This is an optimization exercise on Yosys and OpenROAD, whose aim is small area and a short achievable clock period, not a production implementation.
Function was checked by simulation only, so behaviour that the tests miss may differ from the original.
Power and IR drop assume default switching activity.

## flow/design.v (module list and top-level ports; edited modules follow where they fit)
// module Mat_Ops: 827 lines
// module mac_elem: 1722 lines
// module add16: 153 lines
// module sub16: 157 lines
// module tri15: 126 lines
// module fradd: 30 lines
// module csa_fa: 6 lines
// module csa_ha: 6 lines
// module g_a21boi: 5 lines
// module g_a21oi: 5 lines
// module g_inv: 5 lines
// module g_nand2: 5 lines
// module g_nor2: 5 lines
// module g_o21ai: 5 lines
// module g_o21bai: 5 lines
// module g_subpg: 6 lines
// module g_xnor2: 5 lines
// module g_xor2: 5 lines
// module nxt: 5 lines
// module nxtn: 5 lines
// module pp_oai: 5 lines
module Mat_Ops (clk, rst, choice, A, B, Result, C, AT, BB, FinResult);
  // ...
==> flow/flow/run.sh <==
#!/bin/bash
# Own layout flow: the standard flow (standard.sh) with these changes:
#  1. after synthesis, combinational cells are set to their smallest drive
#     strength (flow/downsize.tcl); registers are not touched;
#  2. the port buffers are buf_1 cells;
#  3. the timing repairs aim at a setup slack of SETUP_MARGIN ns, so that the
#     layout reaches a shorter period than the 13 ns clock needs.
# Each step's full output goes to a log file of its own in this folder.
set -euo pipefail
SETUP_MARGIN=$(cat flow/setup_margin.txt)
RES=orfs/results/${FLOW_PLATFORM:-sky130hd}/Mat_Ops/base
bash standard.sh synth > log_1_synth.txt 2>&1
DOWNSIZE_ODB=$RES/1_synth.odb openroad -no_init -exit flow/downsize.tcl > log_1_downsize.txt 2>&1
bash standard.sh SETUP_SLACK_MARGIN=$SETUP_MARGIN \
  "BUFFER_PORTS_ARGS=-buffer_cell sky130_fd_sc_hd__buf_1" finish > log_2_layout.txt 2>&1
==> flow/flow/downsize.tcl <==
# Set every combinational cell of the synthesized netlist to the smallest cell
# of its family (same function, lowest drive strength); the later timing
# repair sizes up what needs it.  Registers, adders and clock cells are left alone.
set odb $::env(DOWNSIZE_ODB)
read_db $odb
set db [ord::get_db]
set best [dict create]
foreach lib [$db getLibs] {
  foreach m [$lib getMasters] {
    set n [$m getName]
    if {[regexp {^(sky130_fd_sc_hd__[a-z0-9]+)_([0-9]+)$} $n -> fam drv]} {
      set a [expr {[$m getWidth] * [$m getHeight]}]
      if {![dict exists $best $fam] || $a < [lindex [dict get $best $fam] 1]} {
        dict set best $fam [list $m $a]
      }
    }
  }
}
set skip {^sky130_fd_sc_hd__(df|edf|sdf|sed|dl|conb|tap|fill|decap|diode|clk|lpflow|probe|fa_|ha_)}
set cnt 0
foreach inst [[ord::get_db_block] getInsts] {
  set n [[$inst getMaster] getName]
  if {[regexp $skip $n]} { continue }
  if {[regexp {^(sky130_fd_sc_hd__[a-z0-9]+)_([0-9]+)$} $n -> fam drv]} {
    set bm [lindex [dict get $best $fam] 0]
    if {[$bm getName] ne $n} {
      $inst swapMaster $bm
      incr cnt
    }
  }
}
puts "downsized $cnt cells"
write_db $odb
==> flow/flow/setup_margin.txt <==
7.5
==> flow/standard.sh <==
#!/bin/bash
# synth_recipe.tcl (not shown) runs the flow's synth.tcl, then flattens the netlist and writes it again
# the make line also repeats each setting of config.mk as NAME=value (left out here)
make -C /OpenROAD-flow-scripts/flow DESIGN_CONFIG=/design/flow/config.mk WORK_HOME=/design/flow/orfs CLKGATE_MAP_FILE= SYNTH_SCRIPT=/design/flow/synth_recipe.tcl "${@:-finish}"
==> flow/config.mk <==
export PLATFORM = sky130hd
export DESIGN_NAME = Mat_Ops
export DESIGN_NICKNAME = Mat_Ops
export VERILOG_FILES = /design/flow/design.v
export SDC_FILE = /design/flow/constraint.sdc
export NUM_CORES = 8
export LEC_CHECK = 0
export CAP_MARGIN = 20
export CORE_MARGIN = 2
export CORE_UTILIZATION = 25
export PLACE_DENSITY = 0.38
export SLEW_MARGIN = 20
export SYNTH_HIERARCHICAL = 1
==> flow/constraint.sdc <==
create_clock -name core_clock -period 13.0 [get_ports {clk}]
set_input_delay 2.6000 -clock core_clock [delete_from_list [all_inputs] [get_ports {clk}]]
set_output_delay 2.6000 -clock core_clock [all_outputs]
set_load 0.01 [all_outputs]
==> impl_metrics.json, run 1 <==
{
  "ir_worst_vdd_mv": 0.135,
  "grt.met2_usage_pct": 54.6,
  "avgSynthCellArea_um2": 9.44,
  "cpPeakStageDelay_ns": 0.71,
  "cts-root-buf": "clkbuf_16",
  "post-cts-setup-buffers": 16,
  "ff2ff_setup_slack_ns": 7.35,
  "hold_path.class": "flip-flop to flip-flop",
  "rr_startpoint": "BD3[73]$_DFF_P_",
  "cts.hold.buffers_added": 0,
  "buf_share_pct": 8.78,
  "place.gp.congestion": 1.09,
  "violations": "antenna violations",
  "p_clk_share_pct": 39.3,
  "placed_cells": 33400,
  "min_from": "AT3[201]$_DFF_P_",
  "outcome": "complete, but fails checks",
  "final_cell_mix": "a21oi_1 (4,591), o22ai_1 (3,582), fa_1 (2,820), buf_1 (1,741), a22o_1 (1,552)",
  "die_x_um": 880,
  "routed_via_density": 6.98,
  "grt_remaining_overflow": 0,
  "r2r_cells": 11,
  "tritoncts": "yes",
  "crit_path_end": "FRx[9]$_DFF_P_",
  "cp-end-kind": "flip-flop",
  "crit_slowest_cell": "dfxtp_4",
  "taps": 10200,
  "final-clk-cell-share_pct": 3.37,
  "crit_family": "adder cells",
  "grt_antenna_before_repair": 234,
  "ant_nets": 1,
  "final-max-slew-violation-count": 0,
  "finalCritPeriodShare_pct": 43.5,
  "cts_buffer_depth": 4,
  "p_total_mw": 18.0,
  "fin_skew_ns": 0.151,
  "postLayoutCoreUtil_pct": 30.9,
  "final_nets": 27800,
  "clock_buffers": 346,
  "nonClockInverterCount": 1156
}
==> inputs of run 2 (changes only) <==
--- a/flow/flow/run.sh
+++ b/flow/flow/run.sh
@@ -4,12 +4,16 @@
 #     strength (flow/downsize.tcl); registers are not touched;
 #  2. the port buffers are buf_1 cells;
 #  3. the timing repairs aim at a setup slack of SETUP_MARGIN ns, so that the
-#     layout reaches a shorter period than the 13 ns clock needs.
+#     layout reaches a shorter period than the 13 ns clock needs;
+#  4. after global routing, antenna diodes and jumpers go on every net within
+#     50% of its antenna limit (flow/antenna.tcl), so that the detailed route
+#     rarely needs the diode-and-reroute passes that follow it.
 # Each step's full output goes to a log file of its own in this folder.
 set -euo pipefail
 SETUP_MARGIN=$(cat flow/setup_margin.txt)
 RES=orfs/results/${FLOW_PLATFORM:-sky130hd}/Mat_Ops/base
 bash standard.sh synth > log_1_synth.txt 2>&1
 DOWNSIZE_ODB=$RES/1_synth.odb openroad -no_init -exit flow/downsize.tcl > log_1_downsize.txt 2>&1
+export POST_GLOBAL_ROUTE_TCL=$(pwd)/flow/antenna.tcl
 bash standard.sh SETUP_SLACK_MARGIN=$SETUP_MARGIN \
   "BUFFER_PORTS_ARGS=-buffer_cell sky130_fd_sc_hd__buf_1" finish > log_2_layout.txt 2>&1
==> flow/flow/antenna.tcl (new file) <==
# Diodes and jumpers for every net within 50% of its antenna limit, so that
# the detailed route rarely ends with a net over the limit (each such net
# makes the flow insert diodes and route the whole design again).
repair_antennas -ratio_margin 50 -iterations 3
check_placement -verbose
==> run 2 against run 1 <==
Net effect:
- fails the layout checks on max-capacitance violations, max-slew violations
- setup slack got worse by 0.083 ns
- sequential power is essentially flat
- sequential cell count stayed put
- core utilization increased by 0.22 points
- area after synthesis unchanged
- fmax shrank 1.5%
- non-clock buffer count unchanged
- sequential share of layout area shrank 0.10 points
- worst hold slack about the same
- first-iteration DRC count rose by 15%
- largest cell class unchanged
==> impl_metrics.json, run 2 <==
{
  "top_regs": "AT: 256 flops, C: 256 flops, Result: 256 flops",
  "io_pins": 1797,
  "ant_nets": 0,
  "powerDensity_mw_per_mm2": 75.6,
  "totalNegativeSetupSlack_ns": 0,
  "place.gp.congestion": 1.09,
  "final-max-slew-violation-count": 22,
  "final_cell_mix": "a21oi_1 (4,591), o22ai_1 (3,582), fa_1 (2,820), buf_1 (1,741), a22o_1 (1,552)",
  "drv_cap": 2,
  "numCtsBuffers": 238,
  "max_freq_mhz": 174,
  "core_area_mm2": 0.765,
  "htreeDepth": 4,
  "instances_no_fill": 35000,
  "grt_remaining_overflow": 0,
  "fin_skew_ns": 0.152,
  "crit_type": "flip-flop to output port",
  "fillers": 80800,
  "cts-root-buf": "clkbuf_16",
  "vias": 239000,
  "fin_crit_ns": 5.73,
  "tritoncts": "yes",
  "cp-end-kind": "output port",
  "cp.arrival_ns": 3.13,
  "grt_antenna_before_repair": 234,
  "clock_latency_ns": 1.24,
  "cts.hold.buffers_added": 0,
  "max-slew-margin-rel_pct": -12.4,
  "hold_viol_final": 0,
  "syn_area_mm2": 0.192,
  "layout-area-overhead-vs-synth_pct": 23.9,
  "placed_cells": 33400,
  "finalCritPeriodShare_pct": 44.1,
  "yosys_warnings": 7,
  "final_common_cell": "a21oi_1",
  "outcome": "complete, but fails checks",
  "wirelength_mm": 1760,
  "crit_fanout": 17,
  "grt_pass1_wl_mm": 2210,
  "final-setup-viol-count": 0,
  "hold_path.class": "flip-flop to flip-flop",
  "cts_buffer_depth": 4,
  "dp_hpwl_mm": 1190,
  "die_x_um": 880,
  "final_nets": 27800,
  "die-area_mm2": 0.775,
  "chipHeight_um": 880,
  "drive_gt1_share_pct": 9.20,
  "avgSynthCellArea_um2": 9.44,
  "cp.required_ns": 10.40,
  "ir_worst_vdd_mv": 0.135,
  "post-cts-setup-buffers": 16,
  "violations": "max-capacitance violations, max-slew violations",
  "start_util_pct": 25.1,
  "drtPass1Iterations": 17,
  "port_buffers": 1764,
  "grt.total_usage_pct": 42.5,
  "wire_per_inst_um": 50.2,
  "syn_inst": 20300,
  "rows": 321,
  "grt_max_degree": 138,
  "clk_pin_slew_ns": 0.06,
  "postCtsResizedCells": 654,
  "first_iter_violations": 55500,
  "leakage_nw": 62.9,
  "routed_via_density": 6.84,
  "grt_pass1_vias": 220000,
  "cts_sinks": 1648,
  "route.detailed.drc": 0,
  "tightest_slew_ns": 1.68,
  "start_kind": "flip-flop"
}
run 2: final timing paths:
kind | from | endpoint | slack, ns | cells past startpoint
worst max-delay path | BD3[74]$_DFF_P_ | BB[90] | 7.27 | 2
worst min-delay path | AT3[201]$_DFF_P_ | AT3[201]$_DFF_P_ | 0.46 | 1
worst max register to register | AT[168]$_DFF_P_ | FRy[8]$_DFF_P_ | 7.30 | 12
worst min register to register | AT3[201]$_DFF_P_ | AT3[201]$_DFF_P_ | 0.46 | 1
run 2: metal layers:
metal	global-route usage, %	share of wire (%)
met1	47.2	35
met2	54.6	37
met3	28.5	18
met4	34.2	11
met5	9.31	0.55
run 2: cell type report:
class / count / area, µm² / share of cell area, %
multi-input cells: 17500 / 155000 / 65.3
flip-flops and latches: 1648 / 33500 / 14.1
repair buffers: 2971 / 20700 / 8.72
well taps: 10200 / 12700 / 5.35
clock buffers: 346 / 6880 / 2.89
inverters: 1155 / 5010 / 2.11
diodes: 1087 / 2720 / 1.14
clock inverters: 87 / 1080 / 0.455
repair inverters: 1 / 8.76 / 0.00368
run 2: metrics by stage:
| stage | instance area [µm²] | total power, mW | hold slack, ns | setup WS, ns | util, % |
|---|---|---|---|---|---|
| floorplan | 192000 | 7.87 | 0.436 | -1.71 | - |
| finish | 238000 | 18.0 | 0.457 | 7.27 | 31.1 |
| CTS | 231000 | 17.6 | 0.458 | 7.46 | 30.3 |
| global placement | 221000 | 10.4 | 0.440 | 6.62 | 28.9 |
| detailed placement | 221000 | 10.5 | 0.442 | 6.63 | 28.9 |
run 2: where the power goes:
| group | internal [mW] | total, mW | switching [mW] | leakage, nW |
|---|---|---|---|---|
| combinational | 1.46 | 5.33 | 3.87 | 45.5 |
| clock | 3.95 | 7.07 | 3.12 | 3.91 |
| sequential | 5.23 | 5.59 | 0.359 | 13.5 |
run 2: worst max-delay path: stages (launching register included):
cell     delay, ns
dfxtp_4       1.01
or2_0         0.68
buf_1         0.23

re-timing with driven ports:
The flow's constraints put no driver on any port. The routed layouts listed below were extracted and timed again, unchanged, in two steps.
Step 1, drivers: a clkbuf_16 drives clk and a buf_2 each remaining input, both assumed.
Step 2 times the ports against the registers' clock, not the clock port: input delays grow and output delays shrink by t, the midpoint of the rising clock arrivals with the driver on.
a / b / c = no drivers / after step 1 / after step 2; a / b = the first two.
run | t, ns | setup slack, ns | worst setup path after step 2 | clock arrival spread, ns | cell pins on the clock port's net
run 1 | 1.279 | 7.350 / 7.279 / 6.405 | input to register | 0.154 / 0.154 | 1
run 2 | 1.282 | 7.266 / 7.152 / 6.113 | input to register | 0.156 / 0.156 | 1
The setup slack of run 2, which loses most, moves by -0.114 ns with the drivers and by -1.153 ns with both steps.
